Source: an optimization exercise on an open RTL-to-GDS flow (aim: small area and a short achievable clock period). Production flows keep margins and buffers that such runs may drop. Function was checked by simulation only, so behaviour that the tests miss may differ from the original.

Setup of build 90:
## FIR_Filter_16tap
module FIR_Filter_16tap #(parameter N = 16)(
    input clk, reset, enable,
    input [N-1:0] data_in,
    output [31:0] data_out
);
Size in the first run: roughly 1400 cells after synthesis, about 51 I/O pins.
==> flow/config.mk <==
export PLATFORM = sky130hd
export DESIGN_NAME = FIR_Filter_16tap
export DESIGN_NICKNAME = FIR_Filter_16tap
export VERILOG_FILES = /design/flow/design.v
export SDC_FILE = /design/flow/constraint.sdc
export NUM_CORES = 4
export LEC_CHECK = 0
export CAP_MARGIN = 20
export CORE_MARGIN = 2
export CORE_UTILIZATION = 62
export SLEW_MARGIN = 20
==> flow/constraint.sdc <==
create_clock -name core_clock -period 16.0 [get_ports {clk}]
set_input_delay 3.2000 -clock core_clock [delete_from_list [all_inputs] [get_ports {clk}]]
set_output_delay 3.2000 -clock core_clock [all_outputs]
set_load 0.01 [all_outputs]
standard.sh (not shown) runs the stock make flow with config.mk's settings and CLKGATE_MAP_FILE= SYNTH_SCRIPT=/design/flow/synth_recipe.tcl, a recipe that flattens the netlist after the stock synthesis.
==> flow/flow/run.sh <==
#!/bin/bash
# Layout flow: the standard flow with its synthesis netlist replaced by a
# hand-built gate netlist of the same design (flow/hand.py, the script that
# also wrote rtl/fir_filter_16tap.v, so registers and adder structure match
# the RTL one for one), then
#  - flow/fixpol.py removes inverters around full adders (a full adder is
#    self-dual); the logic function is unchanged;
#  - timing repair aims at a setup margin of 11.3 ns (about a 4.7 ns period)
#    instead of the bare 16 ns clock;
#  - ports are buffered with buf_4 cells, and the clock tree uses clkbuf_8
#    cells, sink clusters of 15 and no dummy loads.
# The standard synthesis still runs first; if its registers (names and cell
# types) differ from the hand netlist's, its own netlist is kept instead.
# Logs: make_synth.log, hand.log, fixpol.log, make_finish.log here, and the
# ORFS logs under orfs/logs.
set -euo pipefail
MARGIN=${MARGIN:-11.15}
CTS="-sink_clustering_enable -repair_clock_nets -dont_use_dummy_load -buf_list {sky130_fd_sc_hd__clkbuf_8} -sink_clustering_size 15 -sink_clustering_max_diameter 60"
R=orfs/results/sky130hd/FIR_Filter_16tap/base
bash standard.sh synth > make_synth.log 2>&1
cp $R/1_2_yosys.v std_synth.v
python3 flow/hand.py --pol alt --csC --x1c --cpaA bk --gclr -o hand.v > hand.log 2>&1
regs() { grep -o 'dfxtp_1 [^ ]*' "$1" | sort; }
if [[ "$(regs std_synth.v)" == "$(regs hand.v)" ]] && [[ $(regs hand.v | wc -l) -gt 0 ]]; then
  echo "using hand netlist" >> hand.log
  cp hand.v $R/1_2_yosys.v
else
  echo "register mismatch: keeping the standard netlist" >> hand.log
fi
python3 flow/fixpol.py $R/1_2_yosys.v > fixpol.log 2>&1
touch $R/1_2_yosys.v
bash standard.sh finish SETUP_SLACK_MARGIN=$MARGIN "BUFFER_PORTS_ARGS=-buffer_cell sky130_fd_sc_hd__buf_4" "CTS_ARGS=$CTS" > make_finish.log 2>&1
Other scripts of this flow, unchanged in this note and not shown: flow/flow/fixpol.py, flow/flow/hand.py
Build 90: flow completed, timing, DRC and antenna clean
> inputs changed (build 90 -> build 4)
- swapping 62 for 57 in CORE_UTILIZATION
--- a/flow/flow/run.sh
+++ b/flow/flow/run.sh
@@ -15,5 +15,5 @@
 # ORFS logs under orfs/logs.
 set -euo pipefail
-MARGIN=${MARGIN:-11.15}
+MARGIN=${MARGIN:-11.3}
 CTS="-sink_clustering_enable -repair_clock_nets -dont_use_dummy_load -buf_list {sky130_fd_sc_hd__clkbuf_8} -sink_clustering_size 15 -sink_clustering_max_diameter 60"
 R=orfs/results/sky130hd/FIR_Filter_16tap/base
[summary]
Build 4 gives more worst endpoint data arrival time than build 90 did.
Clock buffer count (build 4 / build 90): 1.07
Number of tap cells added at floorplan delta for build 4 relative to build 90: 11 higher
The post-route cell area on build 90 is in line with that on build 4.
Here is what was changed in the inputs of build 21 compared with build 4.
- CORE_UTILIZATION: 57 -> 62
==> notes.md <==
- Build 21 ends up with a length of routed wiring on met1 that is 310 microns lower than in build 4.
- Build 21 vs build 4, width of the die went down by 4.0%.
- Cmp build 21 and build 4 / starting utilization of the core area / lower: build 4
- Between build 4 and build 21, the cell depth of the worst min-delay path does not differ in any meaningful way.
- Build 4 vs build 21, timing startpoint of the critical path: data_in[4] vs data_in[15]
- Delta (build 21 minus build 4): final wirelength shows an increase of 0.34%, post-detailed-route via-to-cell ratio now larger, path length in cells of the critical path moved down, non-clock buffer count increased about 20%.
- Lower utilization among build 21 and build 4: build 4
- Build 21: met2 routing resource usage after global routing is 2.3 points higher than what build 4 reported.

* * *

## job 2546
Another version of the RTL of FIR_Filter_16tap (not shown whole).
For scale: ~51 I/O pins, roughly 16000 sq um of cells after synthesis.
// FIR_Filter_16tap
module FIR_Filter_16tap #(parameter N = 16)(
    input clk, reset, enable,
    input [N-1:0] data_in,
    output [31:0] data_out
);
  reg [15:0] x1;
  reg [15:0] xn2;
  reg [15:0] x3;
  reg [15:0] xn4;
  reg [15:0] x5;
  reg [15:0] xn6;
  reg [15:0] x7;
  reg [15:0] xn8;
  reg [15:0] x9;
  reg [15:0] xn10;
  reg [15:0] x11;
  reg [15:0] xn12;
  reg [15:0] x13;
  reg [15:0] xn14;
  reg [15:0] x15;
  reg [15:0] xn16;
  reg [20:0] Cc;
  reg [24:0] Cs;
  reg [24:0] y1;
  wire _h1_;
  wire _h3_;
  wire _h5_;
  wire _h7_;
  wire _h9_;
  wire _h11_;
  wire _h13_;
  wire _h15_;
  wire _h17_;
  wire _h19_;
  wire _h21_;
  wire _h23_;
  wire _h25_;
  wire _h27_;
  wire _h29_;
  wire _h31_;
  wire _h33_;
  wire _h35_;
  wire _h37_;
  wire _h39_;
  wire _h41_;
  wire _h43_;
  wire _h45_;
  wire _h47_;
  wire _h49_;
  wire _h51_;
  wire _h53_;
  wire _h55_;
  wire _h57_;
  wire _h59_;
  wire _h61_;
  wire _h63_;
  wire _h65_;
  wire _h67_;
  wire _h69_;
  wire _h71_;
  wire _h73_;
  wire _h75_;
  wire _h77_;
  wire _h79_;
  wire _h81_;
  wire _h83_;
  wire _h85_;
  wire _h87_;
  wire _h89_;
  wire _h91_;
  wire _h93_;
  wire _h95_;
  wire _h97_;
  wire _h99_;
  wire _h101_;
  wire _h103_;
  wire _h105_;
  wire _h107_;
  wire _h109_;
  wire _h111_;
  wire _h113_;
  wire _h115_;
  wire _h117_;
  wire _h119_;
  wire _h121_;
  wire _h123_;
  wire _h125_;
  wire _h127_;
  wire _h129_;
  wire _h131_;
  wire _h133_;
  wire _h135_;
  wire _h137_;
  wire _h139_;
  wire _h141_;
  wire _h143_;
  wire _h145_;
  wire _h147_;
  wire _h149_;
  wire _h151_;
  wire _h153_;
  wire _h155_;
  wire _h157_;
  wire _h159_;
  wire _h161_;
  wire _h163_;
  wire _h165_;
  wire _h167_;
  wire _h169_;
  wire _h171_;
  wire _h173_;
  wire _h175_;
  wire _h177_;
  wire _h179_;
  wire _h181_;
  wire _h183_;
  wire _h185_;
  wire _h187_;
  wire _h189_;
  wire _h191_;
  wire _h193_;
  wire _h195_;
  wire _h197_;
  wire _h199_;
  wire _h201_;
  wire _h203_;
  wire _h205_;
  wire _h207_;
  wire _h209_;
  ...
==> flow/config.mk <==
export PLATFORM = sky130hd
export DESIGN_NAME = FIR_Filter_16tap
export DESIGN_NICKNAME = FIR_Filter_16tap
export VERILOG_FILES = /design/flow/design.v
export SDC_FILE = /design/flow/constraint.sdc
export NUM_CORES = 4
export LEC_CHECK = 0
export CAP_MARGIN = 20
export CORE_MARGIN = 2
export CORE_UTILIZATION = 70
export SLEW_MARGIN = 20
==> flow/constraint.sdc <==
create_clock -name core_clock -period 16.0 [get_ports {clk}]
set_input_delay 3.2000 -clock core_clock [delete_from_list [all_inputs] [get_ports {clk}]]
set_output_delay 3.2000 -clock core_clock [all_outputs]
set_load 0.01 [all_outputs]
==> flow/flow/run.sh <==
#!/bin/bash
# Layout flow: the standard flow with its synthesis netlist replaced by a
# hand-built gate netlist of the same design (flow/hand.py), then
#  - flow/fixpol.py removes inverters around full adders (a full adder is
#    self-dual); the logic function is unchanged;
#  - timing repair aims at a tighter setup margin than the 16 ns clock needs;
#  - ports are buffered with buf_2, and the clock tree uses clkbuf_4/8 with
#    larger sink clusters and no dummy loads.
# The standard synthesis still runs first; if its registers (names and cell
# types) differ from the hand netlist's, its own netlist is kept instead.
set -euo pipefail
MARGIN=${MARGIN:-11}
CTS="-sink_clustering_enable -repair_clock_nets -dont_use_dummy_load -buf_list {sky130_fd_sc_hd__clkbuf_8} -sink_clustering_size 15 -sink_clustering_max_diameter 60"
R=orfs/results/sky130hd/FIR_Filter_16tap/base
bash standard.sh synth > make_synth.log 2>&1
cp $R/1_2_yosys.v std_synth.v
python3 flow/hand.py --pol alt --csC --x1c --cpaA bk -o hand.v > hand.log 2>&1
regs() { grep -o 'dfxtp_1 [^ ]*' "$1" | sort; }
if [[ "$(regs std_synth.v)" == "$(regs hand.v)" ]] && [[ $(regs hand.v | wc -l) -gt 0 ]]; then
  echo "using hand netlist" >> hand.log
  cp hand.v $R/1_2_yosys.v
else
  echo "register mismatch: keeping the standard netlist" >> hand.log
fi
python3 flow/fixpol.py $R/1_2_yosys.v > fixpol.log 2>&1
touch $R/1_2_yosys.v
bash standard.sh finish SETUP_SLACK_MARGIN=$MARGIN "BUFFER_PORTS_ARGS=-buffer_cell sky130_fd_sc_hd__buf_2" "CTS_ARGS=$CTS" > make_finish.log 2>&1
Other scripts of this flow, unchanged in this note and not shown: flow/flow/fixpol.py, flow/flow/hand.py
Modified inputs, job 3492 compared to job 2546
# job 2546
export LEC_CHECK = 0
export CAP_MARGIN = 20
export CORE_MARGIN = 2
export CORE_UTILIZATION = 70
export SLEW_MARGIN = 20
create_clock -name core_clock -period 16.0 [get_ports {clk}]
# job 3492
export LEC_CHECK = 0
export CAP_MARGIN = 20
export CORE_MARGIN = 2
export CORE_UTILIZATION = 62
export SLEW_MARGIN = 20
create_clock -name core_clock -period 16.0 [get_ports {clk}]
--- a/flow/flow/run.sh
+++ b/flow/flow/run.sh
@@ -12 +12 @@
-MARGIN=${MARGIN:-11}
+MARGIN=${MARGIN:-11.3}
==> notes.md <==
On worst setup slack: between job 3492 and job 2546, it ends up lower for job 2546. | buffers inserted during post-CTS setup optimization | higher: job 3492 |. Time the final worst path needs with I/O delays and setup (higher): job 2546. Job 3492 -> job 2546: gate count of the mapped netlist delta 0, exact match. Compared with job 2546, in job 3492 via count of the routed design up 47; non-filler instance count after layout saw an increase; worst hold-check slack now sits higher. Sort job 3492 and job 2546 by share of the final layout cell area in multi-input gates asc -> top: job 2546. Job 3492 vs. job 2546: global-route met1 utilization went down by 3.0 points. The maximum clock frequency of job 3492 is higher than that of job 2546.
What job 5031 does differently from job 3492 at the input level:
# job 3492
export LEC_CHECK = 0
export CAP_MARGIN = 20
export CORE_MARGIN = 2
export CORE_UTILIZATION = 62
export SLEW_MARGIN = 20
create_clock -name core_clock -period 16.0 [get_ports {clk}]
# job 5031
export LEC_CHECK = 0
export CAP_MARGIN = 20
export CORE_MARGIN = 2
export CORE_UTILIZATION = 70
export SLEW_MARGIN = 20
create_clock -name core_clock -period 16.0 [get_ports {clk}]
--- a/flow/flow/run.sh
+++ b/flow/flow/run.sh
@@ -12 +12 @@
-MARGIN=${MARGIN:-11.3}
+MARGIN=${MARGIN:-11.5}
--- outcome ---
Job 5031: full flow OK, the timing, DRC and antenna checks passed. Wire: job 5031 routes more than job 3492. Number of buffers other than clock buffers in the final layout was lower in the run labelled job 3492. Comparing job 3492 and job 5031, the lower sequential share of layout area was measured on job 5031. Count of clock-buffer cells in the layout ended up 1 lower on job 5031 than on job 3492. Between job 3492 and job 5031, total track usage increased. Diff job 3492 and job 5031: final net count lower in job 3492.
#### Input delta (job 272 over job 5031)
--- a/flow/flow/run.sh
+++ b/flow/flow/run.sh
@@ -12 +12 @@
-MARGIN=${MARGIN:-11.5}
+MARGIN=${MARGIN:-11.3}
@@ -27 +27 @@
-bash standard.sh finish SETUP_SLACK_MARGIN=$MARGIN "BUFFER_PORTS_ARGS=-buffer_cell sky130_fd_sc_hd__buf_2" "CTS_ARGS=$CTS" > make_finish.log 2>&1
+bash standard.sh finish SETUP_SLACK_MARGIN=$MARGIN "BUFFER_PORTS_ARGS=-buffer_cell sky130_fd_sc_hd__buf_4" "CTS_ARGS=$CTS" > make_finish.log 2>&1
Findings:
Job 5031 → job 272: count of clock-buffer cells in the layout saw a decrease; number of pins with negative max-slew slack in the final report did not really move.
The final reports for job 272 and job 5031 show via count lower in the former.
From job 5031 to job 272 the numbers moved as follows: area growth from synthesis to layout lower, detailed-routing iteration count for the pre-antenna-repair pass decreased 2.
From job 5031 to job 272, final count of hold timing violations did not move at all.
The inputs of job 2460 differ from those of job 272 as listed below.
# job 272
export LEC_CHECK = 0
export CAP_MARGIN = 20
export CORE_MARGIN = 2
export CORE_UTILIZATION = 70
export SLEW_MARGIN = 20
create_clock -name core_clock -period 16.0 [get_ports {clk}]
# job 2460
export LEC_CHECK = 0
export CAP_MARGIN = 20
export CORE_MARGIN = 2
export CORE_UTILIZATION = 80
export SLEW_MARGIN = 20
create_clock -name core_clock -period 16.0 [get_ports {clk}]
--- a/flow/flow/run.sh
+++ b/flow/flow/run.sh
@@ -27 +27 @@
-bash standard.sh finish SETUP_SLACK_MARGIN=$MARGIN "BUFFER_PORTS_ARGS=-buffer_cell sky130_fd_sc_hd__buf_4" "CTS_ARGS=$CTS" > make_finish.log 2>&1
+bash standard.sh finish SETUP_SLACK_MARGIN=$MARGIN "BUFFER_PORTS_ARGS=-buffer_cell sky130_fd_sc_hd__buf_2" "CTS_ARGS=$CTS" > make_finish.log 2>&1
[summary]
Job 2460 ended up with a lower register-to-register slack than job 272 did.
In the metrics for job 2460 and job 272, the one carrying the lower routed wire length is job 272.
Comparing job 2460 and job 272, number of signal-net buffers in the layout is higher on job 2460.
The critical path endpoint comes out y1[17] in one run and y1[19] in the other, namely in job 2460 and job 272 respectively.
Floorplan die height for job 2460 is lower than for job 272.
The met3 layer wire length in the routed design of job 2460 is higher than that of job 272.
Die area in job 2460 is 12% below job 272.

==> static timing again, ports no longer ideal <==
In the flow no input, the clock included, has a driving cell. The finished layouts below were timed again as built, in two steps.
Step 1, drivers: a clkbuf_16 drives clk and a buf_2 each remaining input, both assumed.
Step 2 moves the port delays by t, midway between the first and last clock arrival at a register: inputs arrive t later, outputs are due t later. That takes back most of the time a late clock gives input paths.
a / b / c = ideal / step 1 / step 2; a / b = the first two.
| run | t (ns) | setup WS [ns] | clock arrival spread, ns |
|---|---|---|---|
| build 90 | 0.605 | 11.267 / 11.291 / 10.686 | 0.063 / 0.064 |
| build 4 | 0.631 | 11.305 / 11.326 / 10.696 | 0.042 / 0.041 |
| build 21 | 0.603 | 11.380 / 11.401 / 10.799 | 0.055 / 0.055 |
| job 2546 | 0.609 | 11.162 / 11.186 / 10.577 | 0.059 / 0.059 |
| job 3492 | 0.616 | 11.345 / 11.361 / 10.745 | 0.052 / 0.052 |
| job 5031 | 0.613 | 11.282 / 11.277 / 10.664 | 0.062 / 0.063 |
| job 272 | 0.606 | 11.319 / 11.342 / 10.736 | 0.038 / 0.038 |
| job 2460 | 0.640 | 11.187 / 11.197 / 10.563 | 0.044 / 0.044 |
After both steps every run listed still meets setup and hold. The setup slack of job 2460, which loses most, moves by +0.010 ns with the drivers and by -0.624 ns with both steps.
